This design comes from an exercise in tuning for small area, a short achievable clock period and few clock cycles on the open sky130 flow, not from production work. RTL that was checked went through simulation tests only; none was proved equivalent to the original. No functional check of the RTL was part of runs 5 to 8. The clock port is modelled as an ideal driver; clocking choices that lean on that would not hold on a real chip. Power and IR drop assume default switching activity.

### flow/flow/run.sh
#!/bin/bash
# Standard ORFS layout, with buf_4 port buffers and repair_timing aiming at
# a setup slack of 6.9 ns (the design's natural period is far below the 10 ns clock).
set -euo pipefail
export BUFFER_PORTS_ARGS="-buffer_cell sky130_fd_sc_hd__buf_4"
export SETUP_SLACK_MARGIN=6.9
export CTS_ARGS="-sink_clustering_enable -repair_clock_nets -dont_use_dummy_load -buf_list sky130_fd_sc_hd__clkbuf_8 -sink_clustering_size 30"
export POST_FLOORPLAN_TCL=$PWD/flow/downsize.tcl
export POST_CTS_TCL=$PWD/flow/clkinv.tcl CLKINV_ROOT=sky130_fd_sc_hd__clkinv_16 CLKINV_LEAF=sky130_fd_sc_hd__clkinv_4 CLKINV_MARGIN=7.1
bash standard.sh finish > orfs_make.log 2>&1
### flow/standard.sh
#!/bin/bash
# synth_recipe.tcl (not shown) runs the flow's synth.tcl, then flattens the netlist and writes it again
# the make line also repeats each setting of config.mk as NAME=value (left out here)
make -C /OpenROAD-flow-scripts/flow DESIGN_CONFIG=/design/flow/config.mk WORK_HOME=/design/flow/orfs CLKGATE_MAP_FILE= SYNTH_SCRIPT=/design/flow/synth_recipe.tcl "${@:-finish}"
### flow/config.mk
export PLATFORM = sky130hd
export DESIGN_NAME = LZ77_Encoder
export DESIGN_NICKNAME = LZ77_Encoder
export VERILOG_FILES = /design/flow/design.v
export SDC_FILE = /design/flow/constraint.sdc
export NUM_CORES = 4
export LEC_CHECK = 0
export ABC_AREA = 1
export CAP_MARGIN = 20
export CORE_MARGIN = 2
export CORE_UTILIZATION = 50
export SLEW_MARGIN = 20
### flow/constraint.sdc
create_clock -name core_clock -period 10.0 [get_ports {clk}]
set_input_delay 2.0000 -clock core_clock [delete_from_list [all_inputs] [get_ports {clk}]]
set_output_delay 2.0000 -clock core_clock [all_outputs]
set_load 0.01 [all_outputs]
### flow/flow/clkinv.tcl
# Rebuild the two-level clock tree that CTS made (one root buffer feeding
# leaf buffers that feed the flip-flops) from inverters: root clkinv_16,
# leaves clkinv_4. Two inversions keep the clock's polarity, every flip-flop
# still sees the same two stages, and inverters have far less delay than
# clkbuf cells. Then re-run the standard timing repair and legalisation.
set db [ord::get_db]
set block [ord::get_db_block]
set clk_net [[$block findBTerm clk] getNet]
proc swap_to_inv { inst mname } {
  set db [ord::get_db]
  set block [ord::get_db_block]
  set a [[$inst findITerm A] getNet]
  set x [[$inst findITerm X] getNet]
  set name [$inst getName]
  set loc [$inst getLocation]
  set orient [$inst getOrient]
  odb::dbInst_destroy $inst
  set new [odb::dbInst_create $block [$db findMaster $mname] $name]
  $new setOrient $orient
  $new setLocation [lindex $loc 0] [lindex $loc 1]
  $new setPlacementStatus PLACED
  [$new findITerm A] connect $a
  [$new findITerm Y] connect $x
  $new setSourceType TIMING
}
# root: the clkbuf driven by the clock port
set roots {}
foreach it [$clk_net getITerms] {
  if { [string match sky130_fd_sc_hd__clkbuf_* [[[$it getInst] getMaster] getName]] } { lappend roots [$it getInst] }
}
if { [llength $roots] != 1 } { error "clkinv: expected one root buffer, found [llength $roots]" }
set root [lindex $roots 0]
set root_out [[$root findITerm X] getNet]
set leaves {}
set bad 0
foreach it [$root_out getITerms] {
  if { [$it isOutputSignal] } { continue }
  set inst [$it getInst]
  if { ![string match sky130_fd_sc_hd__clkbuf_* [[$inst getMaster] getName]] } { incr bad; continue }
  # every load of a leaf must be a flip-flop clock pin
  foreach lt [[[$inst findITerm X] getNet] getITerms] {
    if { [$lt isOutputSignal] } { continue }
    if { ![regexp {__(df|ed|sd)} [[[$lt getInst] getMaster] getName]] } { incr bad }
  }
  lappend leaves $inst
}
if { $bad } { error "clkinv: clock tree is not root -> leaf buffers -> flip-flops ($bad)" }
puts "clkinv: root [$root getName], [llength $leaves] leaves"
swap_to_inv $root $::env(CLKINV_ROOT)
foreach l $leaves { swap_to_inv $l $::env(CLKINV_LEAF) }
estimate_parasitics -placement
report_clock_latency
set ::env(SETUP_SLACK_MARGIN) $::env(CLKINV_MARGIN)
repair_timing_helper
detailed_placement
check_placement -verbose
estimate_parasitics -placement
report_clock_latency
report_worst_slack -max
### flow/design.v
module LZ77_Encoder(clk,reset,chardata,valid,encode,finish,offset,match_len,char_nxt);
input 				clk;
input 				reset;
input 		[7:0] 	chardata;
output  	reg  valid;
output  			encode;
output  	reg	finish;
output  	reg [4:0] 	offset;
output  		[4:0] 	match_len;
output  		[7:0] 	char_nxt;
reg		[4*31-1:0]	hist;
reg		[29:0]		alive;
reg		[4:0]		len;
reg					fresh;	 
reg					full;	 
reg		[9:0]		cnt;	 
assign	encode = 1'b1;
assign	match_len = len;
assign	char_nxt = {2'b00, finish, 1'b0, hist[7:4]};
wire		run = ~cnt[9];
wire		eob = cnt[9] & ~|cnt[8:0];
reg		[29:0]		hv;
reg		[29:0]		m;
integer i;
always @(*)
begin
	for (i = 0; i < 30; i = i + 1)
	begin
		hv[i] = (|cnt[8:5]) | (cnt[4:0] > i);
		m[i] = (hist[4*(i+1) +: 4] == hist[3:0]);
	end
end
wire			go = run & ~full;
wire	[29:0]	a = (fresh ? hv : alive) & m & {30{go}};
wire			emit = ~|a;
wire	[4:0]	cur = fresh ? 5'd0 : len;
reg		[4:0]	best;
always @(*)
begin
	best = 5'd0;
	for (i = 0; i < 30; i = i + 1)
		if (alive[i]) best = i;
end
always @(posedge clk or posedge reset)
begin
	if (reset)
	begin
		cnt <= 10'h3ff;
		valid <= 1'b0;
		finish <= 1'b0;
	end
	else
	begin
		cnt <= cnt + 10'd1;
		valid <= ~finish & (eob | (run & emit));
		finish <= finish | eob;
	end
end
always @(posedge clk)
begin
	hist <= {hist[4*30-1:0], (cnt == 10'd511) ? 4'h4 : chardata[3:0]};
	alive <= a;
	len <= emit ? cur : cur + 5'd1;
	fresh <= emit;
	full <= ~emit & (cur == 5'd23);
	offset <= fresh ? 5'd0 : best;
end
endmodule
### flow/flow/downsize.tcl
# Size every combinational cell down to the smallest drive strength the
# platform allows; the flow's later repair steps size up what timing needs.
set db [ord::get_db]
set dont_use $::env(DONT_USE_CELLS)
set n 0
foreach inst [[ord::get_db_block] getInsts] {
  set m [[$inst getMaster] getName]
  if { ![regexp {^(sky130_fd_sc_hd__[a-z0-9]+)_(\d+)$} $m -> base drive] } { continue }
  if { [regexp {__(df|ed|sd|dl|tap|conb|fill|decap|clk)} $m] } { continue }
  foreach s {0 1 2 4} {
    set cand ${base}_$s
    if { $cand eq $m } { break }
    if { [lsearch -exact $dont_use $cand] >= 0 } { continue }
    set nm [$db findMaster $cand]
    if { $nm eq "NULL" } { continue }
    if { [$inst swapMaster $nm] } { incr n; break }
  }
}
puts "downsize: resized $n instances"
==> metrics.md, run 1 <==
| Metric | Value |
|---|---|
| Outcome | timing/DRC/antenna clean |
| Actual slew at the worst max-slew pin | 0.614 ns |
| 1st-pass router iterations | 5 |
| Yosys top cell area share | 49.5% |
| Fmax | 0.353 GHz |
| Placed cell areas | 6800 sq um |
| Largest net degree at the start of global routing | 44 |
| Critical path class | reg2out |
| Number of synthesized flops with an enable pin | 0 |
| Avg Cell Area, Syn | 9.43 sq um |
| Fillers | 1259 |
| Max-slew headroom | 58.5% |
| Antenna diodes | 0 |
| Mean routed wirelength per cell | 17.7 um |
| Slew Limit Fails | 0 |
| Post-synthesis mux area share | 0% |
| DRC | 0 |
| Most area-hungry cell type in the Yosys netlist | dfxtp_1 |
| WP data required | 8.00 ns |
| First-pass GRT wire length | 25.8 mm |
| Boundary pin count | 31 |
| Vias post-DR | 4942 |
| Final hold violations | 0 |
| IO Port Bufs | 22 |
| Layout net count | 745 |
| Vias per Instance | 5.47 |
| Setup violators final | 0 |
| Fraction of layout cells with a size suffix above 1 | 10.2% |
| # rows | 42 |
| Die Y | 120 um |
| Core area | 13200 sq um |
| Die ar. | 14400 sq um |
| Critical Path Sink Type | primary output |
| Max stage delay on crit path | 0.42 ns |
| Post-DP HPWL | 10.6 mm |
| RePlAce Congestion | 0.937 |
| Starting Density | 50.9% |
| Minimum clock period after layout | 2.83 ns |
| RSZ-0062 raised after global routing | no |
| Hold crit path type | reg2reg |
| Grt total ovfl | 0 |
| CP top delay family | flip-flops |
| Hold wc startpoint | hist[39] |
| Clock latency on the worst-skew pair | 0.26 ns |
| Clock slew at reported path FFs | 0.10 ns |
| Worst VDD drop | 0.000121 V |
| Die width | 120 um |
| CTS Sinks | 178 |
| Critical path's slowest cell | dfrtp_1 |
| Post-Synth Adder-Cell Area | 1.12% |
| Skew final | 0.0288 ns |
| CP startpoint | finish |
| P_leak | 2.96 nW |
| Synth async-reset ratio | 6.74% |
| Total power | 1.37 mW |
| CTS tree | built |
| Area Growth Syn to Fin | 5.16% |
| Worst path bufs/invs | 1 |
| Hold slack | 0.335 ns |
| Sequential share of the synthesized area | 54.2% |
| Synth Area in Compound Gates | 15.2% |
| Post-Synthesis Cell Area | 6710 sq um |
| Max cap viols | 0 |
| Top post-synthesis cells by area | dfxtp_1 (50%), nand2_1 (6.2%), dfstp_2 (3.9%), xor2_1 (3.8%), inv_1 (3.5%) |
| #FFs+latches synth | 178 |
| Main combinational cell family by area after synthesis | compound AO/OA/AOI/OAI gates |
| Antenna Nets Post-Route | 0 |
| Simple-gate share of the synthesized area | 14.9% |
| Design area | 7060 sq um |
| Critical Path AT | 0.83 ns |
| Synth unique cells | 59 |
| Final period util | 28.3% |
| CP cell instances | buf_4 |
| Startpoint types | flip-flop |
| Main synth FF type | dfxtp_1 |
| All-Layer GR Usage | 23.8% |
| CP max FO | 4 |
| Reg-to-Reg Start | hist[2] |
| Setup_tns | 0 ns |
| Synth Area in XOR/XNOR | 6.65% |
| Power per cell area | 194 nW/um^2 |
| Synth warn | 1 |
| Iter 0 DRT Violations | 430 |
| Routed WL | 16.0 mm |
| Mapped Cells | 712 |
| Initial antenna violation count | 0 |
| Number of global-route vias before repair | 4869 |
## registers in the layout, summed over array words and instances, names as in the netlist
register	count
finish	1
valid	1
cnt	10
full	1
hist	124
alive	30
len	5
fresh	1
offset	5
## area by class of cell
| type | count | area [sq um] | share of cell area (%) |
|---|---|---|---|
| inverter | 70 | 275 | 3.90 |
| sequential | 178 | 3640 | 51.6 |
| multi-input combinational | 426 | 2480 | 35.1 |
| tap | 176 | 220 | 3.12 |
| timing repair buffer | 34 | 259 | 3.67 |
| timing repair inverter | 2 | 12.5 | 0.177 |
| clock inverter | 17 | 170 | 2.41 |
## power by group
group / switching [mW] / total (mW) / internal, mW
Combinational: 0.161 / 0.269 / 0.108
Sequential: 0.0405 / 0.806 / 0.765
Clock: 0.251 / 0.292 / 0.0414
## cells by family after synthesis
family / after synthesis
other cells: 2
compound gates: 146
xor+xnor: 51
buf+inv: 110
simple gates: 219
flops: 178
fa+ha+maj: 6
## Yosys cell counts, types with 2 or more instances
cell / number
dfxtp_1: 166
nand2_1: 110
inv_1: 63
nor2_1: 41
o21ai_0: 36
xor2_1: 29
xnor2_1: 22
a21oi_1: 20
buf_4: 19
nand3_1: 17
nor4_1: 17
a221oi_1: 16
o22ai_1: 16
o2111ai_1: 15
nor3_1: 14
a211oi_1: 12
buf_2: 11
dfstp_2: 10
clkbuf_1: 6
ha_1: 6
a22oi_1: 4
nor3b_1: 4
o21ai_2: 4
a31oi_1: 3
buf_6: 3
inv_2: 3
inv_4: 3
nand4_1: 3
a2111oi_0: 2
a2111oi_1: 2
conb_1: 2
dfrtp_1: 2
nand3b_1: 2
nor2_2: 2
o211ai_1: 2
o311ai_0: 2
## path summary, 6_finish.rpt
check / end / slack [ns] / depth (start not counted)
max in group asynchronous: cnt[1] / 7.87 / 2
worst max register to register: len[2] / 7.25 / 12
worst max-delay path: char_nxt[5] / 7.17 / 1
min in group asynchronous: valid / 1.76 / 2
worst min register to register: hist[43] / 0.34 / 0
worst min-delay path: hist[43] / 0.34 / 0
## cell usage in the layout (no fill, tap or decap), types with 2 or more instances in the layout
cell type	count
xor2_1	29
nor3_1	14
nand3b_1	2
dfstp_2	10
clkinv_4	17
o2111ai_1	15
clkinvlp_4	3
nand4_1	3
o21ai_0	40
nor3b_1	4
o311ai_0	2
nor4_1	17
a2111oi_0	5
dfxtp_1	164
o22ai_1	16
a31oi_1	3
ha_1	6
a211oi_1	12
dfrtp_1	2
o211ai_1	2
a21oi_1	22
or2_0	2
nand2_1	109
a22oi_1	4
xnor2_1	22
conb_1	4
buf_4	33
a221oi_1	16
inv_1	66
nand3_1	18
nor2_1	43
## metal layers
metal | GRT usage [%] | part of all wire (%) | vias to the layer above
met4 | 8.46 | 1.9 | 0
li1 | - | - | 2430
met1 | 32.1 | 47 | 2381
met5 | 0 | 0 | -
met3 | 5.70 | 4.4 | 19
met2 | 37.5 | 47 | 112
## metrics by stage
step | util, % | cells | worst slack [ns]
final | 53.5 | 903 | 7.17
after floorplan | - | 714 | 7.42
after global routing | 53.5 | 903 | 6.94
after detailed placement | 51.6 | 880 | 5.70
after global placement | 51.6 | 880 | 5.83
Testbench counts, summed over its fixed seeds: cycles 16,448.
==> run 2: changes to the inputs <==
--- a/flow/flow/run.sh
+++ b/flow/flow/run.sh
@@ -8,3 +8,3 @@
 export POST_FLOORPLAN_TCL=$PWD/flow/downsize.tcl
-export POST_CTS_TCL=$PWD/flow/clkinv.tcl CLKINV_ROOT=sky130_fd_sc_hd__clkinv_16 CLKINV_LEAF=sky130_fd_sc_hd__clkinv_4 CLKINV_MARGIN=7.1
+export POST_CTS_TCL=$PWD/flow/clkinv.tcl CLKINV_ROOT=sky130_fd_sc_hd__clkinv_16 CLKINV_LEAF=sky130_fd_sc_hd__clkinv_4 CLKINV_MARGIN=7.2
 bash standard.sh finish > orfs_make.log 2>&1
--- a/flow/config.mk
+++ b/flow/config.mk
@@ -7,3 +7,2 @@
 export LEC_CHECK = 0
-export ABC_AREA = 1
 export CAP_MARGIN = 20
==> metrics.md, run 2 <==
| Metric | Value |
|---|---|
| Max stage delay on crit path | 0.58 ns (+0.16 ns) |
| Most area-hungry cell type in the Yosys netlist | dfxtp_1 |
| Synth Area in XOR/XNOR | 17.1% (+10 points) |
| 1st-pass router iterations | 4 (-1) |
| P_leak | 2.87 nW (-2.8%) |
| R2R cell count | 11 (-1) |
| Largest net degree at the start of global routing | 44 (unchanged) |
| # rows | 42 (unchanged) |
| Top Registers | hist (124), alive (30), cnt (10) |
| Die width | 119 um (-0.65%) |
| Final hold violations | 0 (unchanged) |
| Main synth FF type | dfxtp_1 |
| Die Y | 119 um (-0.65%) |
| Outcome | timing/DRC/antenna clean |
| Commonest cells post-synth | dfxtp_1 (166), xor2_1 (70), xnor2_1 (59), nor2_1 (30), nor3_1 (27) |
| First-pass GRT wire length | 22.4 mm (-13%) |
| IO Port Bufs | 22 (unchanged) |
| Post-DP HPWL | 9.71 mm (-8.5%) |
| Reg-to-Reg Start | cnt[7] |
| DRC | 0 (unchanged) |
| Slew Limit Fails | 0 (unchanged) |
| FF/Latch Area | 3650 sq um (+0.27%) |
| Iter 0 DRT Violations | 327 (-24%) |
| WP data required | 10.13 ns (+2.13 ns) |
| CTS Sinks | 178 (unchanged) |
| Synth warn | 1 (unchanged) |
| Yosys top cell area share | 50.2% (+0.67 points) |
| Clock slew at reported path FFs | 0.08 ns (-0.02 ns) |
| CP startpoint | cnt[7] |
| Hold slack | 0.346 ns (+0.0106 ns) |
| Fillers | 1196 (-5.0%) |
| Power per cell area | 190 nW/um^2 (-1.9%) |
| Total power | 1.37 mW (about the same) |
| Top post-synthesis cells by area | dfxtp_1 (50%), xor2_1 (9.3%), xnor2_1 (7.8%), dfstp_2 (4.0%), nor3_1 (2.0%) |
| Largest Register | hist |
| Fin util | 55.0% (+1.5 points) |
| Synth async-reset ratio | 6.74% (unchanged) |
| Reg2Reg Setup Slack | 6.88 ns (-0.37 ns) |
| Setup violators final | 0 (unchanged) |
| Critical path's slowest cell | or4_4 |
| Max reg flops | 124 (unchanged) |
| #FFs+latches synth | 178 (unchanged) |
| Post-synthesis mux area share | 0.510% (+0.51 points) |
| Layout net count | 643 (-14%) |
| All-Layer GR Usage | 20.8% (-3.1 points) |
| Worst VDD drop | 0.000109 V (-10%) |
| Area Growth Syn to Fin | 8.69% |
| Multi-input gate area | 2750 sq um (+11%) |
| Max cap viols | 0 (unchanged) |
| Simple-gate share of the synthesized area | 11.0% (-3.9 points) |
| Fraction of layout cells with a size suffix above 1 | 14.2% (+4.1 points) |
| Skew final | 0.0223 ns (-0.00650 ns) |
| Number of global-route vias before repair | 4212 (-13%) |
| Sequential share of the synthesized area | 54.9% (+0.74 points) |
| RePlAce Congestion | 0.892 (-4.8%) |
| Clock latency on the worst-skew pair | 0.25 ns (about the same) |
| Antenna diodes | 0 (unchanged) |
| Max-slew headroom | 33.8% (-25 points) |
| CP max FO | 5 (+1) |
| Fmax | 0.320 GHz (-9.3%) |
| Post-Synth Adder-Cell Area | 1.13% (+0.015 points) |
| CP cell instances | or4_4, buf_6, nor2_4, buf_12, a211oi_2, or4_4, nor4_4, nand4_1, buf_6, nand4_1, mux2_4 |
| Starting Density | 50.6% (-0.28 points) |
| Synth Area in Compound Gates | 10.8% (-4.4 points) |
| Avg Cell Area, Syn | 11.0 sq um (+17%) |
| Synth unique cells | 64 (+8.5%) |
| Hold wc startpoint | hist[47] |
| Main combinational cell family by area after synthesis | XOR/XNOR gates |
| Core area | 13100 sq um (-0.80%) |
| Die ar. | 14200 sq um (-1.3%) |
| Vias post-DR | 4256 (-14%) |
| Grt total ovfl | 0 (unchanged) |
| Antenna Nets Post-Route | 0 (unchanged) |
| Routed WL | 13.7 mm (-14%) |
| Mapped Cells | 600 (-16%) |
| Critical Path AT | 3.26 ns (+2.43 ns) |
| Setup_tns | 0 ns (unchanged) |
| Initial antenna violation count | 1 (+1) |
| Most frequent cell after synthesis | dfxtp_1 |
| Most frequent cells in the layout | dfxtp_1 (162), xor2_1 (70), xnor2_1 (59), buf_4 (37), nor2_1 (30) |
| Critical Path Sink Type | flip-flop |
| Hold crit path type | reg2reg |
| Commonest non-fill, non-tap cell in the layout | dfxtp_1 |
| CTS tree | built |
| Number of synthesized flops with an enable pin | 0 (unchanged) |
| Critical Path End | len[4] |
| Mean routed wirelength per cell | 17.1 um (-3.3%) |
| Critical path class | reg2reg |
| Reg2reg end | len[4] |
| Actual slew at the worst max-slew pin | 0.990 ns (+0.376 ns) |
| Final period util | 31.2% (+2.9 points) |
| Post-Synthesis Cell Area | 6620 sq um (-1.3%) |
| Startpoint types | flip-flop |
| Boundary pin count | 31 (unchanged) |
| Vias per Instance | 5.31 (-2.9%) |
| Minimum clock period after layout | 3.12 ns (+0.292 ns) |
| RSZ-0062 raised after global routing | yes |
-- run 2: area by class of cell --
cell class | instances | share of cell area [%]
clock inverters | 17 | 2.36
repair buffers | 42 | 4.76
well taps | 176 | 3.06
flip-flops and latches | 178 | 50.7
multi-input cells | 371 | 38.2
inverters | 17 | 0.886
-- run 2: critical path: cells and delay by family (launching register included) --
kind                   cells  cell delay (ns)
buffers and inverters      3             0.43
DFF                        1             0.38
muxes                      1             0.30
and+or+nand+nor            6             1.83
AOI/OAI and AO/OA          1             0.07
-- run 2: cells by family after synthesis --
group / after synthesis
XOR/XNOR: 129
flip-flops: 178
other: 2
multiplexers: 3
AO/OA/AOI/OAI: 99
AND/OR/NAND/NOR: 130
buffers and inverters: 53
adder cells (fa/ha/maj): 6
-- run 2: metal layers --
metal  part of all wire, %  track usage [%]
met1                    48             28.2
met2                    47             32.5
met3                   4.6             5.51
met4                   1.0             6.03
met5                     0                0
-- run 2: power by group --
part           switching [mW]  total (mW)  internal, mW
sequential             0.0465       0.811         0.764
combinational           0.139       0.270         0.131
clock                   0.245       0.286        0.0413
-- run 2: metrics by stage --
step	cell area, sq um	setup slack (ns)	cells
detailed placement	6770	5.75	768
finish	7200	6.88	801
global route	7200	6.75	801
floorplan	6630	6.96	602
global placement	6770	5.78	768
-- run 2: worst min path at each step --
stage,end,slack [ns],depth (start not counted)
2_1_floorplan,hist[100],0.35,0
3_3_place_gp,hist[98],0.35,0
3_5_place_dp,hist[37],0.35,0
5_1_grt,hist[51],0.34,0
6_report,hist[51],0.35,0
==> run 3: changes to the inputs <==
--- a/flow/config.mk
+++ b/flow/config.mk
@@ -7,2 +7,3 @@
 export LEC_CHECK = 0
+export ABC_AREA = 1
 export CAP_MARGIN = 20
==> metrics.md, run 3 <==
| Metric | Value |
|---|---|
| Outcome | timing/DRC/antenna clean |
| Initial antenna violation count | 0 (-1) |
| Critical path's slowest cell | dfrtp_1 |
| Die Y | 120 um (+0.65%) |
| Power per cell area | 193 nW/um^2 (+1.8%) |
| Most area-hungry cell type in the Yosys netlist | dfxtp_1 |
| Die width | 120 um (+0.65%) |
| Switching power share of the total | 33.2% (+1.7 points) |
| RePlAce Congestion | 0.937 (+5.1%) |
| Grt total ovfl | 0 (unchanged) |
| Most frequent cells in the layout | dfxtp_1 (162), nand2_1 (109), inv_1 (66), nor2_1 (43), o21ai_0 (40) |
| Commonest cells post-synth | dfxtp_1 (166), nand2_1 (110), inv_1 (63), nor2_1 (41), o21ai_0 (36) |
| Number of global-route vias before repair | 4875 (+16%) |
| CP top delay family | flip-flops |
| Antenna Nets Post-Route | 0 (unchanged) |
| WP data required | 8.00 ns (-2.13 ns) |
| Die ar. | 14400 sq um (+1.3%) |
| Mean routed wirelength per cell | 17.7 um (+3.3%) |
| Iter 0 DRT Violations | 453 (+39%) |
| Layout net count | 746 (+16%) |
| Setup_tns | 0 ns (unchanged) |
| Synth warn | 1 (unchanged) |
| Minimum clock period after layout | 2.81 ns (-0.318 ns) |
| Largest Register | hist |
| Routed WL | 16.0 mm (+17%) |
| #FFs+latches synth | 178 (unchanged) |
| Setup violators final | 0 (unchanged) |
| Sequential share of the synthesized area | 54.2% (-0.74 points) |
| Yosys top cell area share | 49.5% (-0.67 points) |
| RSZ-0062 raised after global routing | no |
| Commonest non-fill, non-tap cell in the layout | dfxtp_1 |
| Main synth FF type | dfxtp_1 |
| Core area | 13200 sq um (+0.80%) |
| Area Growth Syn to Fin | 5.41% |
| P_leak | 2.96 nW (+3.1%) |
| Final hold violations | 0 (unchanged) |
| Clock power frac | 21.4% (+0.5 points) |
| IO Port Bufs | 22 (unchanged) |
| Max stage delay on crit path | 0.40 ns (-0.18 ns) |
| Top Registers | hist (124), alive (30), cnt (10) |
| Starting Density | 50.9% (+0.28 points) |
| Boundary pin count | 31 (unchanged) |
| Post-Synthesis Cell Area | 6710 sq um (+1.4%) |
| CTS Sinks | 178 (unchanged) |
| Synth unique cells | 59 (-7.8%) |
| Largest net degree at the start of global routing | 44 (unchanged) |
| Top post-synthesis cells by area | dfxtp_1 (50%), nand2_1 (6.2%), dfstp_2 (3.9%), xor2_1 (3.8%), inv_1 (3.5%) |
| Post-DP HPWL | 10.6 mm (+9.3%) |
| CTS tree | built |
| Layout Cells excl Fill | 904 (+13%) |
| All-Layer GR Usage | 23.8% (+3.1 points) |
| CP max FO | 3 (-2) |
| Flop pwr share | 58.9% (-0.4 points) |
| Max reg flops | 124 (unchanged) |
| Critical Path AT | 0.81 ns (-2.45 ns) |
| P_sw | 0.454 mW (+5.4%) |
| Max-slew headroom | 58.5% (+25 points) |
| Actual slew at the worst max-slew pin | 0.614 ns (-0.376 ns) |
| Final period util | 28.1% (-3.2 points) |
| 1st-pass router iterations | 5 (+1) |
| Int Pwr | 0.914 mW (-2.4%) |
| # rows | 42 (unchanged) |
| Placed insts | 880 (+15%) |
| Gate power share | 19.7% (about the same) |
| Vias post-DR | 4934 (+16%) |
| First-pass GRT wire length | 25.8 mm (+15%) |
| Max cap viols | 0 (unchanged) |
| Critical Path Sink Type | primary output |
| DRC | 0 (unchanged) |
| Most frequent cell after synthesis | dfxtp_1 |
| Fin util | 53.6% (-1.4 points) |
| Mapped Cells | 712 (+19%) |
| Avg Cell Area, Syn | 9.43 sq um (-15%) |
| Antenna diodes | 0 (unchanged) |
| Clock latency on the worst-skew pair | 0.26 ns (about the same) |
| Fillers | 1260 (+5.4%) |
| Clock slew at reported path FFs | 0.10 ns (+0.02 ns) |
| Hold crit path type | reg2reg |
| Synth async-reset ratio | 6.74% (unchanged) |
| Worst VDD drop | 0.000122 V (+12%) |
| Startpoint types | flip-flop |
| Reg2Reg Setup Slack | 7.23 ns (+0.35 ns) |
| Fraction of layout cells with a size suffix above 1 | 10.7% (-3.5 points) |
| Number of synthesized flops with an enable pin | 0 (unchanged) |
| Critical path class | reg2out |
| Fmax | 0.356 GHz (+11%) |
| Slew Limit Fails | 0 (unchanged) |
| Vias per Instance | 5.46 (+2.7%) |
| Worst path bufs/invs | 1 (-2) |
| Skew final | 0.0286 ns (+0.00631 ns) |
| CP cell instances | buf_4 |
[run 3: cell count changes in the layout (fill, tap and decap cells not counted), moves of 6 or more]
cell,previous run,this run
o2111ai_1,9,15
xor2_1,70,29
inv_1,17,66
nor4_1,6,17
nand2_1,8,109
nor2b_1,8,0
o21ai_0,20,40
a221oi_1,1,16
o22ai_1,0,16
nor2_1,30,43
nor3_1,27,14
a211oi_1,3,12
a21o_1,7,1
xnor2_1,59,22
[run 3: layout make-up]
class	instances	area [sq um]	share of cell area (%)
Sequential cell	178	3640	51.5
Clock inverter	17	170	2.40
Multi-Input combinational cell	426	2490	35.2
Inverter	70	275	3.89
Timing Repair Buffer	35	267	3.77
Tap cell	176	220	3.11
Timing Repair inverter	2	12.5	0.177
[run 3: power by group through the flow]
stage / clock, mW / combinational [mW] / sequential, mW
after global routing: 0.331 / 0.304 / 0.813
final: 0.293 / 0.269 / 0.806
after floorplan: 0 / 0.192 / 0.811
after detailed placement: 0 / 0.250 / 0.826
after global placement: 0 / 0.246 / 0.824
[run 3: worst paths after layout]
| kind | from | to | cells past startpoint |
|---|---|---|---|
| worst min-delay path | hist[39] | hist[43] | 0 |
| worst max register to register | cnt[9] | len[0] | 12 |
| min in group asynchronous | reset | valid | 2 |
| worst max-delay path | finish | char_nxt[5] | 1 |
| worst min register to register | hist[39] | hist[43] | 0 |
| max in group asynchronous | reset | cnt[1] | 2 |
[run 3: metal layers]
layer	share of wire [%]	global-route usage (%)	routed length, um	vias to the layer above
met5	0	0	0	-
met4	2.0	8.46	323	0
met2	46	37.5	7420	122
met3	5.6	5.70	901	21
li1	-	-	-	2435
met1	46	32.1	7360	2356
[run 3: cells by family after synthesis]
logic type	synth area share (%)
XOR/XNOR	6.65
buffers and inverters	7.87
AO/OA/AOI/OAI	15.2
adder cells (fa/ha/maj)	1.12
other	0.112
AND/OR/NAND/NOR	14.9
flip-flops	54.2
[run 3: through the flow]
| step | cell area, sq um | power [mW] | hold WS [ns] | setup slack (ns) |
|---|---|---|---|---|
| floorplan | 6720 | 1.00 | 0.332 | 7.42 |
| global placement | 6800 | 1.07 | 0.350 | 5.83 |
| detailed placement | 6800 | 1.08 | 0.354 | 5.70 |
| global route | 7080 | 1.45 | 0.343 | 6.92 |
| finish | 7080 | 1.37 | 0.335 | 7.19 |
==> run 4: changes to the inputs <==
--- a/flow/flow/run.sh
+++ b/flow/flow/run.sh
@@ -8,3 +8,3 @@
 export POST_FLOORPLAN_TCL=$PWD/flow/downsize.tcl
-export POST_CTS_TCL=$PWD/flow/clkinv.tcl CLKINV_ROOT=sky130_fd_sc_hd__clkinv_16 CLKINV_LEAF=sky130_fd_sc_hd__clkinv_4 CLKINV_MARGIN=7.2
+export POST_CTS_TCL=$PWD/flow/clkinv.tcl CLKINV_ROOT=sky130_fd_sc_hd__clkinv_16 CLKINV_LEAF=sky130_fd_sc_hd__clkinv_8 CLKINV_MARGIN=7.2
 bash standard.sh finish > orfs_make.log 2>&1
==> metrics.md, run 4 <==
| Metric | Value |
|---|---|
| Outcome | timing/DRC/antenna clean |
| Largest Register | hist |
| Placed insts | 880 (unchanged) |
| Vias per Instance | 5.50 (+0.75%) |
| Setup violators final | 0 (unchanged) |
| Post-DP HPWL | 10.6 mm (unchanged) |
| Commonest cells post-synth | dfxtp_1 (166), nand2_1 (110), inv_1 (63), nor2_1 (41), o21ai_0 (36) |
| Minimum clock period after layout | 2.87 ns (+0.0674 ns) |
| Mean routed wirelength per cell | 17.8 um (+0.67%) |
| Layout net count | 750 (+0.54%) |
| Number of global-route vias before repair | 4964 (+1.8%) |
| Synth unique cells | 59 (unchanged) |
| Max reg flops | 124 (unchanged) |
| Reg-to-Reg Start | hist[3] |
| Initial antenna violation count | 0 (unchanged) |
| WP data required | 8.00 ns (about the same) |
| Hold crit path type | reg2reg |
| Slew Limit Fails | 0 (unchanged) |
| Number of synthesized flops with an enable pin | 0 (unchanged) |
| Power per cell area | 200 nW/um^2 (+3.5%) |
| Post-Synthesis Cell Area | 6710 sq um (unchanged) |
| Reg2Reg Setup Slack | 7.24 ns (about the same) |
| RSZ-0062 raised after global routing | no |
| #FFs+latches synth | 178 (unchanged) |
| Iter 0 DRT Violations | 428 (-5.5%) |
| Most area-hungry cell type in the Yosys netlist | dfxtp_1 |
| Final period util | 28.7% (+0.67 points) |
| Multi-input gate area | 2490 sq um (+0.25%) |
| Starting Density | 50.9% (unchanged) |
| Antenna diodes | 0 (unchanged) |
| Max stage delay on crit path | 0.40 ns (about the same) |
| Die ar. | 14400 sq um (unchanged) |
| Mapped Cells | 712 (unchanged) |
| Antenna Nets Post-Route | 0 (unchanged) |
| Layout Cells excl Fill | 908 (+0.44%) |
| Fraction of layout cells with a size suffix above 1 | 12.0% (+1.3 points) |
| Critical path class | reg2out |
| Metal3 WL | 890 um (-1.2%) |
| Synth async-reset ratio | 6.74% (unchanged) |
| Area Growth Syn to Fin | 8.16% |
| Critical Path Sink Type | primary output |
| Max-slew headroom | 58.4% (-0.067 points) |
| Clock latency on the worst-skew pair | 0.33 ns (+0.07 ns) |
| Critical Path AT | 0.87 ns (+0.06 ns) |
| Top post-synthesis cells by area | dfxtp_1 (50%), nand2_1 (6.2%), dfstp_2 (3.9%), xor2_1 (3.8%), inv_1 (3.5%) |
| CP max FO | 3 (unchanged) |
| Commonest non-fill, non-tap cell in the layout | dfxtp_1 |
| CP startpoint | finish |
| Yosys top cell area share | 49.5% (unchanged) |
| Core area | 13200 sq um (unchanged) |
| Actual slew at the worst max-slew pin | 0.615 ns (+0.000984 ns) |
| RePlAce Congestion | 0.937 (unchanged) |
| Largest net degree at the start of global routing | 44 (unchanged) |
| All-Layer GR Usage | 24.2% (+0.36 points) |
| 1st-pass router iterations | 5 (unchanged) |
| DRC | 0 (unchanged) |
| # rows | 42 (unchanged) |
| FF/Latch Area | 3650 sq um (+0.17%) |
| Boundary pin count | 31 (unchanged) |
| Fmax | 0.348 GHz (-2.3%) |
| Critical Path End | char_nxt[5] |
| Startpoint types | flip-flop |
| Met2 wire length | 7.54 mm (+1.5%) |
| Die width | 120 um (unchanged) |
| Routed WL | 16.2 mm (+1.1%) |
| Most frequent cells in the layout | dfxtp_1 (157), nand2_1 (109), inv_1 (66), nor2_1 (43), o21ai_0 (40) |
| IO Port Bufs | 22 (unchanged) |
| Synth warn | 1 (unchanged) |
| Main synth FF type | dfxtp_1 |
| Clock slew at reported path FFs | 0.09 ns (about the same) |
| CP cell instances | buf_4 |
| Final hold violations | 0 (unchanged) |
| Grt total ovfl | 0 (unchanged) |
| Max cap viols | 0 (unchanged) |
| Top Registers | hist (124), alive (30), cnt (10) |
| Critical path's slowest cell | dfrtp_1 |
| P_leak | 3.03 nW (+2.4%) |
| CTS Sinks | 178 (unchanged) |
| Worst path bufs/invs | 1 (unchanged) |
| R2R cell count | 14 (+2) |
| Reg2reg end | len[2] |
| CP top delay family | flip-flops |
| Top Metal Used | met4 |
| Die Y | 120 um (unchanged) |
| Most frequent cell after synthesis | dfxtp_1 |
| Metal1 wirelength | 7.32 mm (-0.46%) |
| WP depth | 1 (unchanged) |
| Total power | 1.45 mW (+6.2%) |
| First-pass GRT wire length | 26.1 mm (+1.4%) |
| Vias post-DR | 4993 (+1.2%) |
| Skew final | 0.0239 ns (-0.00475 ns) |
| Fillers | 1240 (-1.6%) |
| Worst VDD drop | 0.000194 V (+59%) |
| Setup_tns | 0 ns (unchanged) |
| CTS tree | built |
| Avg Cell Area, Syn | 9.43 sq um (unchanged) |
| Sequential share of the synthesized area | 54.2% (unchanged) |
-- run 4: cell count changes in the layout (fill, tap and decap cells not counted) --
cell / previous run / this run
dfxtp_1: 162 / 157
nor4_2: 1 / 2
clkinv_4: 17 / 1
nor4_1: 17 / 16
dfxtp_2: 3 / 8
clkinv_8: 0 / 16
buf_6: 1 / 7
buf_4: 34 / 32
-- run 4: cells by family (layout without fill, tap and decap cells) --
kind of cell | count (synthesis) | count (layout) | synth area share [%]
adders and majority gates | 6 | 6 | 1.12
AOI/OAI and AO/OA | 146 | 146 | 15.2
and+or+nand+nor | 219 | 219 | 14.9
buffers and inverters | 110 | 128 | 7.87
xor gates and xnor gates | 51 | 51 | 6.65
DFF | 178 | 178 | 54.2
other | 2 | 4 | 0.112
-- run 4: report_power, final --
group / internal [mW] / leakage [nW] / switching, mW
sequential: 0.766 / 1.52 / 0.0408
combinational: 0.112 / 1.39 / 0.163
clock: 0.0665 / 0.122 / 0.305
total: 0.944 / 3.03 / 0.509
-- run 4: stage by stage --
stage               setup WS [ns]  hold WS, ns  utilization [%]  instance area (sq um)
floorplan                    7.42        0.332                -                   6720
global placement             5.83        0.350             51.6                   6800
detailed placement           5.70        0.354             51.6                   6800
global route                 6.92        0.358             55.0                   7260
finish                       7.13        0.346             55.0                   7260
-- run 4: how the worst min path moves through the flow --
| stage | startpoint | endpoint | slack [ns] | cells past startpoint |
|---|---|---|---|---|
| finish | hist[39] | hist[43] | 0.35 | 0 |
| global placement | hist[53] | hist[57] | 0.35 | 0 |
| detailed placement | hist[46] | hist[50] | 0.35 | 0 |
| floorplan | hist[0] | hist[4] | 0.33 | 0 |
| global route | hist[39] | hist[43] | 0.36 | 0 |
-- run 4: layer usage --
| layer | track usage [%] | vias up |
|---|---|---|
| li1 | - | 2443 |
| met1 | 32.4 | 2396 |
| met2 | 38.0 | 122 |
| met3 | 5.09 | 32 |
| met4 | 10.4 | 0 |
| met5 | 0 | - |
-- run 4: layout make-up --
type / count / share of cell area (%)
tap: 176 / 3.03
timing repair inverter: 2 / 0.172
clock inverter: 17 / 4.00
multi-input combinational: 426 / 34.3
timing repair buffer: 39 / 4.39
sequential: 178 / 50.3
inverter: 70 / 3.79
==> run 5: changes to the inputs <==
--- a/flow/design.v
+++ b/flow/design.v
@@ -11,2 +11,3 @@
 reg		[4*31-1:0]	hist;
+reg		[3:0]		xinv;	 
 reg		[29:0]		alive;
@@ -19,2 +20,3 @@
 assign	char_nxt = {2'b00, finish, 1'b0, hist[7:4]};
+wire	[3:0]	nxt = (cnt == 10'd511) ? 4'h4 : chardata[3:0];
 wire		run = ~cnt[9];
@@ -29,3 +31,3 @@
 		hv[i] = (|cnt[8:5]) | (cnt[4:0] > i);
-		m[i] = (hist[4*(i+1) +: 4] == hist[3:0]);
+		m[i] = (i < 15) ? (hist[4*(i+1) +: 4] == hist[3:0]) : (hist[4*(i+1) +: 4] == ~xinv);
 	end
@@ -33,3 +35,3 @@
 wire			go = run & ~full;
-wire	[29:0]	a = (fresh ? hv : alive) & m & {30{go}};
+wire	[29:0]	a = (alive | (hv & {30{fresh}})) & m & {30{go}};
 wire			emit = ~|a;
@@ -60,3 +62,4 @@
 begin
-	hist <= {hist[4*30-1:0], (cnt == 10'd511) ? 4'h4 : chardata[3:0]};
+	hist <= {hist[4*30-1:0], nxt};
+	xinv <= ~nxt;
 	alive <= a;
--- a/flow/flow/run.sh
+++ b/flow/flow/run.sh
@@ -8,3 +8,3 @@
 export POST_FLOORPLAN_TCL=$PWD/flow/downsize.tcl
-export POST_CTS_TCL=$PWD/flow/clkinv.tcl CLKINV_ROOT=sky130_fd_sc_hd__clkinv_16 CLKINV_LEAF=sky130_fd_sc_hd__clkinv_8 CLKINV_MARGIN=7.2
+export POST_CTS_TCL=$PWD/flow/clkinv.tcl CLKINV_ROOT=sky130_fd_sc_hd__clkinv_16 CLKINV_LEAF=sky130_fd_sc_hd__clkinv_4 CLKINV_MARGIN=7.2
 bash standard.sh finish > orfs_make.log 2>&1
==> metrics.md, run 5 <==
| Metric | Value |
|---|---|
| Outcome | timing/DRC/antenna clean |
| Die ar. | 14900 sq um (+3.5%) |
| Core area | 13700 sq um (+4.0%) |
| Power per cell area | 193 nW/um^2 (-3.6%) |
| Top post-synthesis cells by area | dfxtp_1 (49%), nand2_1 (6.9%), inv_1 (4.5%), dfstp_2 (3.8%), xor2_1 (2.9%) |
| Fin util | 53.2% (-1.9 points) |
| P_leak | 3.19 nW (+5.1%) |
| Die Y | 122 um (+1.7%) |
| CTS Sinks | 182 (+2.2%) |
| GR Util met3 | 7.16% (+2.1 points) |
| RePlAce Congestion | 0.871 (-7.1%) |
| Final WS setup | 7.16 ns (+0.0369 ns) |
| Grt met1 use | 27.7% (-4.7 points) |
| GRT busiest layer | met2 |
| Mapped Cells | 773 (+8.6%) |
| Vias post-DR | 5083 (+1.8%) |
| IO Port Bufs | 22 (unchanged) |
| Critical path class | reg2reg |
| Layout Cells excl Fill | 968 (+6.6%) |
| Most frequent cell after synthesis | dfxtp_1 |
| Commonest non-fill, non-tap cell in the layout | dfxtp_1 |
| Mean routed wirelength per cell | 15.0 um (-16%) |
| Synth warn | 1 (unchanged) |
| Top Registers | hist (124), alive (30), cnt (10) |
| CP max FO | 8 (+5) |
| Number of global-route vias before repair | 4995 (+0.62%) |
| Max reg flops | 124 (unchanged) |
| Hold crit path type | reg2reg |
| Setup_tns | 0 ns (unchanged) |
| Hold slack | 0.343 ns (-0.00307 ns) |
| Commonest cells post-synth | dfxtp_1 (170), nand2_1 (128), inv_1 (84), nor2_1 (53), a21oi_1 (31) |
| Setup violators final | 0 (unchanged) |
| Synth async-reset ratio | 6.59% (-0.15 points) |
| DRC | 0 (unchanged) |
| Placed cell areas | 6970 sq um (+2.5%) |
| Post-Synthesis Cell Area | 6950 sq um (+3.6%) |
| Minimum clock period after layout | 2.84 ns (-0.0369 ns) |
| Antenna diodes | 0 (unchanged) |
| Critical Path AT | 2.98 ns (+2.11 ns) |
| #FFs+latches synth | 182 (+2.2%) |
| Die width | 122 um (+1.7%) |
| Layout net count | 806 (+7.5%) |
| Actual slew at the worst max-slew pin | 0.995 ns (+0.380 ns) |
| Critical Path Sink Type | flip-flop |
| Sequential share of the synthesized area | 53.4% (-0.73 points) |
| All-Layer GR Usage | 21.6% (-2.6 points) |
| Fmax | 0.352 GHz (+1.3%) |
| Fillers | 1300 (+4.8%) |
| # rows | 43 (+2.4%) |
| Boundary pin count | 31 (unchanged) |
| 1st-pass router iterations | 5 (unchanged) |
| Most frequent cells in the layout | dfxtp_1 (166), nand2_1 (130), inv_1 (91), nor2_1 (57), buf_4 (32) |
| WHS Path Cells | 0 (unchanged) |
| Skew final | 0.0236 ns (-0.000285 ns) |
| RSZ-0062 raised after global routing | no |
| R2R cell count | 17 (+3) |
| Clock latency on the worst-skew pair | 0.25 ns (-0.08 ns) |
| Number of synthesized flops with an enable pin | 0 (unchanged) |
| Pre-CTS setup slack | 6.62 ns (+0.915 ns) |
| Placed insts | 940 (+6.8%) |
| GRT met2 Usage | 33.7% (-4.3 points) |
| Final hold violations | 0 (unchanged) |
| Antenna Nets Post-Route | 0 (unchanged) |
| Synth unique cells | 62 (+5.1%) |
| WP data required | 10.15 ns (+2.15 ns) |
| Fraction of layout cells with a size suffix above 1 | 9.90% (-2.1 points) |
| Main synth FF type | dfxtp_1 |
| Routed WL | 14.6 mm (-10%) |
| Design area | 7300 sq um (+0.48%) |
| First-pass GRT wire length | 24.6 mm (-5.9%) |
| Grt total ovfl | 0 (unchanged) |
| Worst VDD drop | 0.000131 V (-32%) |
| Avg Cell Area, Syn | 9.00 sq um (-4.6%) |
| Vias per Instance | 5.25 (-4.5%) |
| Largest Register | hist |
| Clock slew at reported path FFs | 0.09 ns (about the same) |
| Iter 0 DRT Violations | 271 (-37%) |
| Max cap viols | 0 (unchanged) |
| Startpoint types | flip-flop |
| Area Growth Syn to Fin | 4.91% |
| Starting Density | 50.7% (-0.20 points) |
| Initial antenna violation count | 0 (unchanged) |
| Yosys top cell area share | 48.9% (-0.57 points) |
| Largest net degree at the start of global routing | 29 (-34%) |
| CTS tree | built |
| Post-DP HPWL | 10.5 mm (-1.4%) |
| Total power | 1.41 mW (-3.2%) |
| Max-slew headroom | 33.5% (-25 points) |
| Slew Limit Fails | 0 (unchanged) |
| Final period util | 28.4% (-0.37 points) |
| Most area-hungry cell type in the Yosys netlist | dfxtp_1 |
[run 5: cells by family after synthesis]
kind of cell    count (synthesis)  synth area share (%)
flops                         182                  53.4
compound gates                132                  12.6
fa+ha+maj                       6                  1.08
simple gates                  275                  18.8
other cells                     2                 0.108
buf+inv                       134                  8.74
xor+xnor                       42                  5.29
[run 5: final cells by class]
type	instances	area, sq um	area share [%]
sequential	182	3720	51.0
multi-input combinational	459	2540	34.8
inverter	96	375	5.14
timing repair buffer	33	260	3.57
tap	180	225	3.09
clock inverter	17	170	2.33
timing repair inverter	1	5.00	0.0686
[run 5: path summary, 6_finish.rpt]
kind                            slack [ns]       end     start
worst min-delay path                  0.34  hist[85]  hist[81]
min in group asynchronous             1.75    finish     reset
worst max register to register        7.16    len[4]    cnt[5]
worst min register to register        0.34  hist[85]  hist[81]
max in group asynchronous             7.89    cnt[1]     reset
worst max-delay path                  7.16    len[4]    cnt[5]
[run 5: layer usage]
metal	share of wire, %	wire (um)
met1	46	6720
met2	45	6580
met3	6.3	917
met4	2.4	351
met5	0	0
[run 5: power by group]
group	leakage, nW	switching, mW	total (mW)	internal, mW
Combinational	1.56	0.170	0.284	0.114
Clock	0.0773	0.250	0.292	0.0413
Sequential	1.55	0.0497	0.831	0.782
Total	3.19	0.470	1.41	0.937
[run 5: critical path, stage by stage (launching register included)]
cell	delay (ns)
dfstp_2	0.40
nor2_1	0.17
nand3_4	0.17
inv_2	0.14
nor2_2	0.08
inv_1	0.15
nand2_1	0.12
o31ai_1	0.11
nand2_1	0.11
nand2_1	0.07
inv_1	0.04
nor4_1	0.34
nand2_1	0.15
nor3_2	0.20
nand2_2	0.15
nand2_1	0.15
nor3_2	0.06
xor2_1	0.13
==> run 6: changes to the inputs <==
--- a/flow/design.v
+++ b/flow/design.v
@@ -17,2 +17,3 @@
 reg		[9:0]		cnt;	 
+reg					late;	 
 assign	encode = 1'b1;
@@ -30,3 +31,3 @@
 	begin
-		hv[i] = (|cnt[8:5]) | (cnt[4:0] > i);
+		hv[i] = late | (cnt[4:0] > i);
 		m[i] = (i < 15) ? (hist[4*(i+1) +: 4] == hist[3:0]) : (hist[4*(i+1) +: 4] == ~xinv);
@@ -50,2 +51,3 @@
 		cnt <= 10'h3ff;
+		late <= 1'b0;
 		valid <= 1'b0;
@@ -56,2 +58,3 @@
 		cnt <= cnt + 10'd1;
+		late <= run & (late | (&cnt[4:0]));
 		valid <= ~finish & (eob | (run & emit));
==> metrics.md, run 6 <==
| Metric | Value |
|---|---|
| Most frequent cell after synthesis | dfxtp_1 |
| CTS Sinks | 183 (+0.55%) |
| Fmax | 0.346 GHz (-1.8%) |
| Die ar. | 14700 sq um (-1.2%) |
| #FFs+latches synth | 183 (+0.55%) |
| Area Growth Syn to Fin | 5.52% |
| Die width | 121 um (-0.61%) |
| Iter 0 DRT Violations | 430 (+59%) |
| Gate power share | 19.6% (-0.6 points) |
| Sequential share of the synthesized area | 54.5% (+1.0 points) |
| RePlAce Congestion | 0.947 (+8.7%) |
| Outcome | timing/DRC/antenna clean |
| Synth unique cells | 58 (-6.5%) |
| Layout net count | 786 (-2.5%) |
| Placed cell areas | 6960 sq um (-0.18%) |
| Core area | 13300 sq um (-2.7%) |
| Mapped Cells | 758 (-1.9%) |
| Reg-to-Reg Start | hist[0] |
| Minimum clock period after layout | 2.89 ns (+0.0518 ns) |
| Largest Register | hist |
| Slew Limit Fails | 0 (unchanged) |
| Clock latency on the worst-skew pair | 0.25 ns (about the same) |
| Clock power frac | 20.9% (+0.2 points) |
| Grt total ovfl | 0 (unchanged) |
| Largest net degree at the start of global routing | 29 (unchanged) |
| Final period util | 28.9% (+0.52 points) |
| Flop pwr share | 59.5% (+0.4 points) |
| Startpoint types | flip-flop |
| Critical Path Sink Type | flip-flop |
| CP max FO | 26 (+18) |
| Top Registers | hist (124), alive (30), cnt (10) |
| Avg Cell Area, Syn | 9.06 sq um (+0.69%) |
| CP startpoint | hist[0] |
| Fraction of layout cells with a size suffix above 1 | 9.65% (-0.25 points) |
| Vias per Instance | 5.28 (+0.55%) |
| Most area-hungry cell type in the Yosys netlist | dfxtp_1 |
| Number of global-route vias before repair | 4880 (-2.3%) |
| # rows | 42 (-2.3%) |
| Final hold violations | 0 (unchanged) |
| Commonest cells post-synth | dfxtp_1 (170), nand2_1 (121), inv_1 (72), nor2_1 (55), a21oi_1 (39) |
| P_leak | 3.06 nW (-4.0%) |
| Hold crit path type | reg2reg |
| Post-DP HPWL | 11.0 mm (+4.9%) |
| Max reg flops | 124 (unchanged) |
| Vias post-DR | 4979 (-2.0%) |
| DRC | 0 (unchanged) |
| Critical Path AT | 3.07 ns (+0.09 ns) |
| Yosys top cell area share | 49.6% (+0.62 points) |
| Max stage delay on crit path | 0.53 ns (+0.13 ns) |
| Routed WL | 15.1 mm (+3.4%) |
| Number of synthesized flops with an enable pin | 0 (unchanged) |
| Setup_tns | 0 ns (unchanged) |
| Most frequent cells in the layout | dfxtp_1 (164), nand2_1 (122), inv_1 (86), nor2_1 (56), a21oi_1 (40) |
| Critical path class | reg2reg |
| P_sw | 0.468 mW (-0.27%) |
| Initial antenna violation count | 0 (unchanged) |
| Power per cell area | 194 nW/um^2 (+0.53%) |
| WP data required | 10.18 ns (+0.03 ns) |
| Actual slew at the worst max-slew pin | 0.930 ns (-0.0654 ns) |
| Post-Synthesis Cell Area | 6870 sq um (-1.3%) |
| Commonest non-fill, non-tap cell in the layout | dfxtp_1 |
| Max-slew headroom | 37.9% (+4.4 points) |
| IO Port Bufs | 22 (unchanged) |
| Worst VDD drop | 0.000115 V (-12%) |
| CP cell instances | inv_1, o22ai_1, a21oi_1, o2111ai_1, a21oi_1, nor4_2, nand2_1, nor3_1, nand3_2, buf_4, nand4_1, xor2_1 |
| CTS tree | built |
| Top post-synthesis cells by area | dfxtp_1 (50%), nand2_1 (6.6%), inv_1 (3.9%), dfstp_2 (3.8%), xnor2_1 (3.1%) |
| Boundary pin count | 31 (unchanged) |
| Main synth FF type | dfxtp_1 |
| Die Y | 121 um (-0.61%) |
| Max cap viols | 0 (unchanged) |
| First-pass GRT wire length | 24.6 mm (about the same) |
| Setup violators final | 0 (unchanged) |
| Int Pwr | 0.936 mW (about the same) |
| Synth warn | 1 (unchanged) |
| 1st-pass router iterations | 4 (-1) |
| Mean routed wirelength per cell | 16.0 um (+6.1%) |
| Crit-path most repeated cell | a21oi_1 |
| Antenna Nets Post-Route | 0 (unchanged) |
| Starting Density | 51.4% (+0.76 points) |
| Switching power share of the total | 33.3% (-0.038 points) |
| Critical path's slowest cell | dfxtp_1 |
| Design area | 7250 sq um (-0.69%) |
| Skew final | 0.0318 ns (+0.00817 ns) |
| Hold wc startpoint | hist[54] |
| All-Layer GR Usage | 22.0% (+0.38 points) |
| Clock slew at reported path FFs | 0.10 ns (about the same) |
| Antenna diodes | 0 (unchanged) |
| RSZ-0062 raised after global routing | no |
| Synth async-reset ratio | 7.10% (+0.51 points) |
## run 6: layout make-up
| type | count | area [sq um] |
|---|---|---|
| multi-input combinational | 451 | 2540 |
| sequential | 183 | 3760 |
| tap | 176 | 220 |
| clock inverter | 17 | 170 |
| timing repair buffer | 28 | 223 |
| fill | 1258 | 6100 |
| inverter | 88 | 338 |
## run 6: per-layer routing
metal	share of wire [%]	global-route usage [%]
met4	2.3	8.33
met2	44	32.3
met5	0	0
met1	50	31.0
met3	3.8	5.69
## run 6: cells by family after synthesis
family / after synthesis / share of synthesized area (%)
AO/OA/AOI/OAI: 145 / 13.9
adder cells (fa/ha/maj): 7 / 1.28
flip-flops: 183 / 54.5
other: 2 / 0.109
AND/OR/NAND/NOR: 249 / 16.4
buffers and inverters: 126 / 7.96
XOR/XNOR: 46 / 5.87
## run 6: path summary, 6_finish.rpt
path,cells past startpoint,end,slack [ns]
setup / recovery,12,len[3],7.11
hold / removal,0,hist[58],0.34
setup reg to reg,12,len[3],7.11
hold reg to reg,0,hist[58],0.34
max in group asynchronous,2,cnt[3],7.87
min in group asynchronous,2,finish,1.76
## run 6: worst max-delay path, delay by kind of cell, from the launching register on
| kind | cells | cell delay [ns] |
|---|---|---|
| flip-flops | 1 | 0.53 |
| AND/OR/NAND/NOR | 5 | 0.87 |
| buffers and inverters | 2 | 0.62 |
| XOR/XNOR | 1 | 0.16 |
| AO/OA/AOI/OAI | 4 | 0.64 |
## run 6: stage by stage
stage	utilization, %	worst slack [ns]	power (mW)	std cells	hold WS, ns
6_report	54.3	7.11	1.40	943	0.341
5_1_grt	54.3	6.93	1.49	943	0.334
3_5_place_dp	52.1	6.33	1.11	922	0.342
3_3_place_gp	52.1	6.41	1.10	922	0.341
2_1_floorplan	-	7.43	1.04	760	0.326
## run 6: power by group through the flow
stage / clock network, mW / registers (mW) / logic [mW]
global route: 0.336 / 0.845 / 0.311
finish: 0.293 / 0.836 / 0.275
detailed placement: 0 / 0.849 / 0.258
floorplan: 0 / 0.832 / 0.207
global placement: 0 / 0.847 / 0.255
==> run 7: changes to the inputs <==
--- a/flow/design.v
+++ b/flow/design.v
@@ -11,3 +11,2 @@
 reg		[4*31-1:0]	hist;
-reg		[3:0]		xinv;	 
 reg		[29:0]		alive;
@@ -32,3 +31,3 @@
 		hv[i] = late | (cnt[4:0] > i);
-		m[i] = (i < 15) ? (hist[4*(i+1) +: 4] == hist[3:0]) : (hist[4*(i+1) +: 4] == ~xinv);
+		m[i] = (hist[4*(i+1) +: 4] == hist[3:0]);
 	end
@@ -66,3 +65,2 @@
 	hist <= {hist[4*30-1:0], nxt};
-	xinv <= ~nxt;
 	alive <= a;
==> metrics.md, run 7 <==
| Metric | Value |
|---|---|
| Outcome | timing/DRC/antenna clean |
| Most frequent cell after synthesis | dfxtp_1 |
| Routed WL | 16.6 mm (+11%) |
| Number of global-route vias before repair | 5352 (+9.7%) |
| Synth Area in Compound Gates | 11.5% (-2.4 points) |
| Die ar. | 14900 sq um (+1.5%) |
| Clock latency on the worst-skew pair | 0.26 ns (about the same) |
| Die width | 122 um (+0.73%) |
| Area Growth Syn to Fin | 6.82% |
| Synth Area in XOR/XNOR | 4.25% (-1.6 points) |
| Main synth FF type | dfxtp_1 |
| Initial antenna violation count | 0 (unchanged) |
| DRC | 0 (unchanged) |
| CTS tree | built |
| Mean routed wirelength per cell | 16.6 um (+4.1%) |
| Top Registers | hist (124), alive (30), cnt (10) |
| Grt total ovfl | 0 (unchanged) |
| Mapped Cells | 797 (+5.1%) |
| Number of synthesized flops with an enable pin | 0 (unchanged) |
| Startpoint types | flip-flop |
| Hold crit path type | reg2reg |
| P_leak | 3.25 nW (+6.1%) |
| Largest Register | hist |
| Skew final | 0.0342 ns (+0.00245 ns) |
| Most area-hungry cell type in the Yosys netlist | dfxtp_1 |
| Post-Synthesis Cell Area | 6970 sq um (+1.5%) |
| Multi-input gate area | 2660 sq um (+5.0%) |
| #FFs+latches synth | 179 (-2.2%) |
| Synth async-reset ratio | 7.26% (+0.16 points) |
| Top post-synthesis cells by area | dfxtp_1 (48%), nand2_1 (8.0%), inv_1 (4.7%), dfstp_2 (3.8%), nor2_1 (3.2%) |
| Pre-CTS setup slack | 6.40 ns (+0.0633 ns) |
| Slew Limit Fails | 0 (unchanged) |
| Max reg flops | 124 (unchanged) |
| FF/Latch Area | 3670 sq um (-2.3%) |
| Fmax | 0.356 GHz (+2.7%) |
| All-Layer GR Usage | 24.1% (+2.2 points) |
| # rows | 43 (+2.4%) |
| RePlAce Congestion | 0.915 (-3.3%) |
| Fillers | 1314 (+4.5%) |
| Iter 0 DRT Violations | 309 (-28%) |
| Fraction of layout cells with a size suffix above 1 | 11.0% (+1.3 points) |
| First-pass GRT wire length | 27.2 mm (+11%) |
| Sequential share of the synthesized area | 52.5% (-2.0 points) |
| RSZ-0062 raised after global routing | no |
| Core area | 13800 sq um (+3.2%) |
| Die Y | 122 um (+0.73%) |
| Commonest cells post-synth | dfxtp_1 (166), nand2_1 (149), inv_1 (88), nor2_1 (60), a21oi_1 (32) |
| Final period util | 28.1% (-0.77 points) |
| Antenna diodes | 0 (unchanged) |
| Vias per Instance | 5.34 (+1.2%) |
| Largest net degree at the start of global routing | 47 (+62%) |
| Final hold violations | 0 (unchanged) |
| WP data required | 10.15 ns (-0.03 ns) |
| Vias post-DR | 5349 (+7.4%) |
| Placed insts | 969 (+5.1%) |
| Main combinational cell family by area after synthesis | simple AND/OR/NAND/NOR gates |
| Avg Cell Area, Syn | 8.75 sq um (-3.4%) |
| Critical Path Sink Type | flip-flop |
| CTS Sinks | 179 (-2.2%) |
| Post-Synth Adder-Cell Area | 1.26% (-0.019 points) |
| CP max FO | 19 (-27%) |
| Max-slew headroom | 59.1% (+21 points) |
| Power per cell area | 189 nW/um^2 (-2.6%) |
| Max cap viols | 0 (unchanged) |
| Clock slew at reported path FFs | 0.11 ns (about the same) |
| Yosys top cell area share | 47.7% (-1.9 points) |
| Simple-gate share of the synthesized area | 21.7% (+5.3 points) |
| Placed cell areas | 7070 sq um (+1.6%) |
| Final WS setup | 7.19 ns (+0.0766 ns) |
| Critical path class | reg2reg |
| Layout net count | 840 (+6.9%) |
| Critical Path AT | 2.96 ns (-0.11 ns) |
| Starting Density | 50.6% (-0.83 points) |
| IO Port Bufs | 22 (unchanged) |
| Hold slack | 0.346 ns (+0.00518 ns) |
| Post-synthesis mux area share | 0% (unchanged) |
| Most frequent cells in the layout | dfxtp_1 (163), nand2_1 (150), inv_1 (90), nor2_1 (59), buf_4 (37) |
| Commonest non-fill, non-tap cell in the layout | dfxtp_1 |
| Minimum clock period after layout | 2.81 ns (-0.0766 ns) |
| Boundary pin count | 31 (unchanged) |
| Layout Cells excl Fill | 1001 (+6.2%) |
| Post-DP HPWL | 11.2 mm (+2.5%) |
| 1st-pass router iterations | 7 (+3) |
| Fin util | 54.1% (-0.21 points) |
| Total power | 1.41 mW (about the same) |
| Synth warn | 1 (unchanged) |
| Design area | 7450 sq um (+2.8%) |
| Setup_tns | 0 ns (unchanged) |
| Setup violators final | 0 (unchanged) |
| Actual slew at the worst max-slew pin | 0.608 ns (-0.322 ns) |
| Synth unique cells | 53 (-8.6%) |
| Antenna Nets Post-Route | 0 (unchanged) |
| Worst VDD drop | 0.000128 V (+11%) |
## run 7: final timing paths
check	end	slack, ns	start	cells past startpoint
worst max register to register	len[4]	7.19	fresh	13
worst max-delay path	len[4]	7.19	fresh	13
worst min register to register	hist[55]	0.35	hist[51]	0
worst min-delay path	hist[55]	0.35	hist[51]	0
min in group asynchronous	valid	1.77	reset	2
max in group asynchronous	cnt[6]	7.85	reset	2
## run 7: power by group
group	internal [mW]	switching [mW]	total (mW)	leakage, nW
Clock	0.0414	0.251	0.292	0.0773
Sequential	0.769	0.0446	0.814	1.53
Combinational	0.118	0.182	0.300	1.64
Total	0.929	0.477	1.41	3.25
## run 7: area by class of cell
type | instances | area share (%)
sequential | 179 | 49.3
timing repair buffer | 42 | 4.49
inverter | 95 | 5.04
multi-input combinational | 487 | 35.8
timing repair inverter | 1 | 0.101
clock inverter | 17 | 2.28
tap | 180 | 3.02
## run 7: logic make-up (layout without fill, tap and decap cells)
group,count (synthesis),count (layout)
adders and majority gates,7,7
xor gates and xnor gates,33,33
buffers and inverters,133,155
DFF,179,179
and+or+nand+nor,319,319
other,2,4
AOI/OAI and AO/OA,124,124
## run 7: critical path: stages (launching register included)
cell and delay (ns):
dfxtp_4 0.51, clkinvlp_4 0.19, nor2_2 0.25, inv_1 0.19, nor2_1 0.23, nand2_1 0.16, o21ai_0 0.21, nor4b_2 0.24
nand3b_1 0.15, nor2_1 0.06, nand2_2 0.12, and3_1 0.20, nand2_1 0.07, xor2_1 0.14
## run 7: metal layers
layer,vias to the layer above,GRT usage [%],wire (um)
li1,2704,-,-
met1,2518,29.6,7470
met2,105,41.8,8300
met3,22,5.06,543
met4,0,8.69,338
met5,-,0,0
==> run 8: changes to the inputs <==
--- a/flow/design.v
+++ b/flow/design.v
@@ -20,3 +20,2 @@
 assign	char_nxt = {2'b00, finish, 1'b0, hist[7:4]};
-wire	[3:0]	nxt = (cnt == 10'd511) ? 4'h4 : chardata[3:0];
 wire		run = ~cnt[9];
@@ -35,3 +34,3 @@
 wire			go = run & ~full;
-wire	[29:0]	a = (alive | (hv & {30{fresh}})) & m & {30{go}};
+wire	[29:0]	a = (fresh ? hv : alive) & m & {30{go}};
 wire			emit = ~|a;
@@ -64,3 +63,3 @@
 begin
-	hist <= {hist[4*30-1:0], nxt};
+	hist <= {hist[4*30-1:0], (cnt == 10'd511) ? 4'h4 : chardata[3:0]};
 	alive <= a;
@@ -69,3 +68,3 @@
 	full <= ~emit & (cur == 5'd23);
-	offset <= fresh ? 5'd0 : best;
+	offset <= best;	 
 end
--- a/flow/flow/run.sh
+++ b/flow/flow/run.sh
@@ -4,3 +4,3 @@
 set -euo pipefail
-export BUFFER_PORTS_ARGS="-buffer_cell sky130_fd_sc_hd__buf_4"
+export BUFFER_PORTS_ARGS="-buffer_cell sky130_fd_sc_hd__buf_2"
 export SETUP_SLACK_MARGIN=6.9
==> metrics.md, run 8 <==
| Metric | Value |
|---|---|
| Outcome | timing/DRC/antenna clean |
| CP startpoint | cnt[0] |
| Synth warn | 1 (unchanged) |
| Mapped Cells | 721 (-9.5%) |
| Placed cell areas | 6820 sq um (-3.6%) |
| Number of global-route vias before repair | 5223 (-2.4%) |
| Minimum clock period after layout | 2.85 ns (+0.0393 ns) |
| Final hold violations | 0 (unchanged) |
| IO Port Bufs | 22 (unchanged) |
| Antenna diodes | 0 (unchanged) |
| WP depth | 15 (+2) |
| Vias post-DR | 5213 (-2.5%) |
| Starting Density | 51.6% (+1.0 points) |
| Power per cell area | 187 nW/um^2 (-0.96%) |
| Commonest non-fill, non-tap cell in the layout | dfxtp_1 |
| Iter 0 DRT Violations | 454 (+47%) |
| Fmax | 0.351 GHz (-1.4%) |
| Commonest cells post-synth | dfxtp_1 (166), nand2_1 (106), inv_1 (59), nor2_1 (50), xor2_1 (32) |
| Sequential share of the synthesized area | 52.9% (+0.41 points) |
| Top post-synthesis cells by area | dfxtp_1 (48%), nand2_1 (5.8%), xor2_1 (4.1%), dfstp_2 (3.8%), xnor2_1 (3.5%) |
| Avg Cell Area, Syn | 9.59 sq um (+9.7%) |
| Most frequent cells in the layout | dfxtp_1 (162), nand2_1 (108), inv_1 (65), nor2_1 (53), buf_4 (34) |
| Reg-to-Reg Start | cnt[0] |
| Setup violators final | 0 (unchanged) |
| Main synth FF type | dfxtp_1 |
| # rows | 42 (-2.3%) |
| Number of synthesized flops with an enable pin | 0 (unchanged) |
| RSZ-0062 raised after global routing | no |
| Yosys top cell area share | 48.0% (+0.37 points) |
| WP data required | 10.16 ns (about the same) |
| Reg2reg end | len[4] |
| Die Y | 122 um (-0.37%) |
| Die width | 122 um (-0.37%) |
| R2R cell count | 15 (+2) |
| Critical Path Sink Type | flip-flop |
| Final period util | 28.5% (+0.39 points) |
| Critical path's slowest cell | dfstp_2 |
| Grt total ovfl | 0 (unchanged) |
| All-Layer GR Usage | 25.2% (+1.1 points) |
| 1st-pass router iterations | 6 (-1) |
| Setup_tns | 0 ns (unchanged) |
| Reg2Reg Setup Slack | 7.15 ns (-0.04 ns) |
| Vias per Instance | 5.55 (+3.9%) |
| Die ar. | 14800 sq um (-0.74%) |
| First-pass GRT wire length | 27.8 mm (+2.3%) |
| Hold crit path type | reg2reg |
| CTS tree | built |
| Actual slew at the worst max-slew pin | 0.756 ns (+0.148 ns) |
| Routed WL | 17.4 mm (+4.7%) |
| Pre-CTS setup slack | 6.24 ns (-0.158 ns) |
| Design area | 7360 sq um (-1.2%) |
| Core area | 13400 sq um (-2.7%) |
| CP top delay family | simple AND/OR/NAND/NOR gates |
| Clock latency on the worst-skew pair | 0.26 ns (about the same) |
| Max stage delay on crit path | 0.63 ns (+0.12 ns) |
| Initial antenna violation count | 0 (unchanged) |
| Max reg flops | 124 (unchanged) |
| Max-slew headroom | 49.1% (-10 points) |
| Most area-hungry cell type in the Yosys netlist | dfxtp_1 |
| Mean routed wirelength per cell | 18.6 um (+12%) |
| Startpoint types | flip-flop |
| Fillers | 1297 (-1.3%) |
| Synth async-reset ratio | 7.26% (unchanged) |
| CTS Sinks | 179 (unchanged) |
| #FFs+latches synth | 179 (unchanged) |
| Critical Path AT | 3.01 ns (+0.05 ns) |
| Placed insts | 891 (-8.0%) |
| Critical Path End | len[4] |
| DRC | 0 (unchanged) |
| Clock slew at reported path FFs | 0.10 ns (about the same) |
| Slew Limit Fails | 0 (unchanged) |
-- run 8: logic make-up (layout without fill, tap and decap cells) --
group | Yosys count | after routing | share of synthesized area, %
xor gates and xnor gates | 62 | 62 | 8.07
adders and majority gates | 7 | 7 | 1.27
other | 2 | 4 | 0.109
DFF | 179 | 179 | 52.9
and+or+nand+nor | 242 | 242 | 17.6
buffers and inverters | 110 | 150 | 7.83
AOI/OAI and AO/OA | 119 | 119 | 12.2
-- run 8: worst min-delay path by stage --
stage | startpoint | to | slack (ns) | cells past startpoint
after floorplan | hist[96] | hist[100] | 0.33 | 0
after global placement | hist[61] | hist[65] | 0.34 | 0
after detailed placement | hist[61] | hist[65] | 0.34 | 0
after global routing | hist[38] | hist[42] | 0.34 | 0
final | hist[38] | hist[42] | 0.33 | 0
-- run 8: layout make-up --
class	instances	area, sq um	share of cell area (%)
Inverter	73	304	4.13
Sequential cell	179	3670	49.9
Multi-Input combinational cell	434	2590	35.3
Timing Repair Buffer	58	388	5.27
Timing Repair inverter	2	10.0	0.136
Tap cell	176	220	2.99
Clock inverter	17	170	2.31
-- run 8: power breakdown --
part	leakage [nW]	total, mW	internal, mW	switching (mW)
Sequential	1.53	0.807	0.770	0.0370
Clock	0.0773	0.288	0.0413	0.247
Combinational	1.46	0.281	0.108	0.172
Total	3.06	1.38	0.920	0.456
-- run 8: metal layers --
metal  wire [um]  GRT usage, %
met1        7530          31.2
met2        8510          43.1
met3         912          5.20
met4         478          10.3
met5           0             0
-- run 8: stage by stage --
step | utilization (%) | hold WS, ns
final | 54.9 | 0.332
after floorplan | - | 0.331
after global placement | 50.9 | 0.337
after global routing | 54.9 | 0.340
after detailed placement | 50.9 | 0.336

Re-timed with assumed drivers on the ports (clkbuf_16 on the clock, buf_2 on other inputs), run 8 has 7.131 ns of setup slack against 7.148 ns with ideal ports, and 7.148 ns once port delays also move by the mid clock arrival of 0.318 ns.
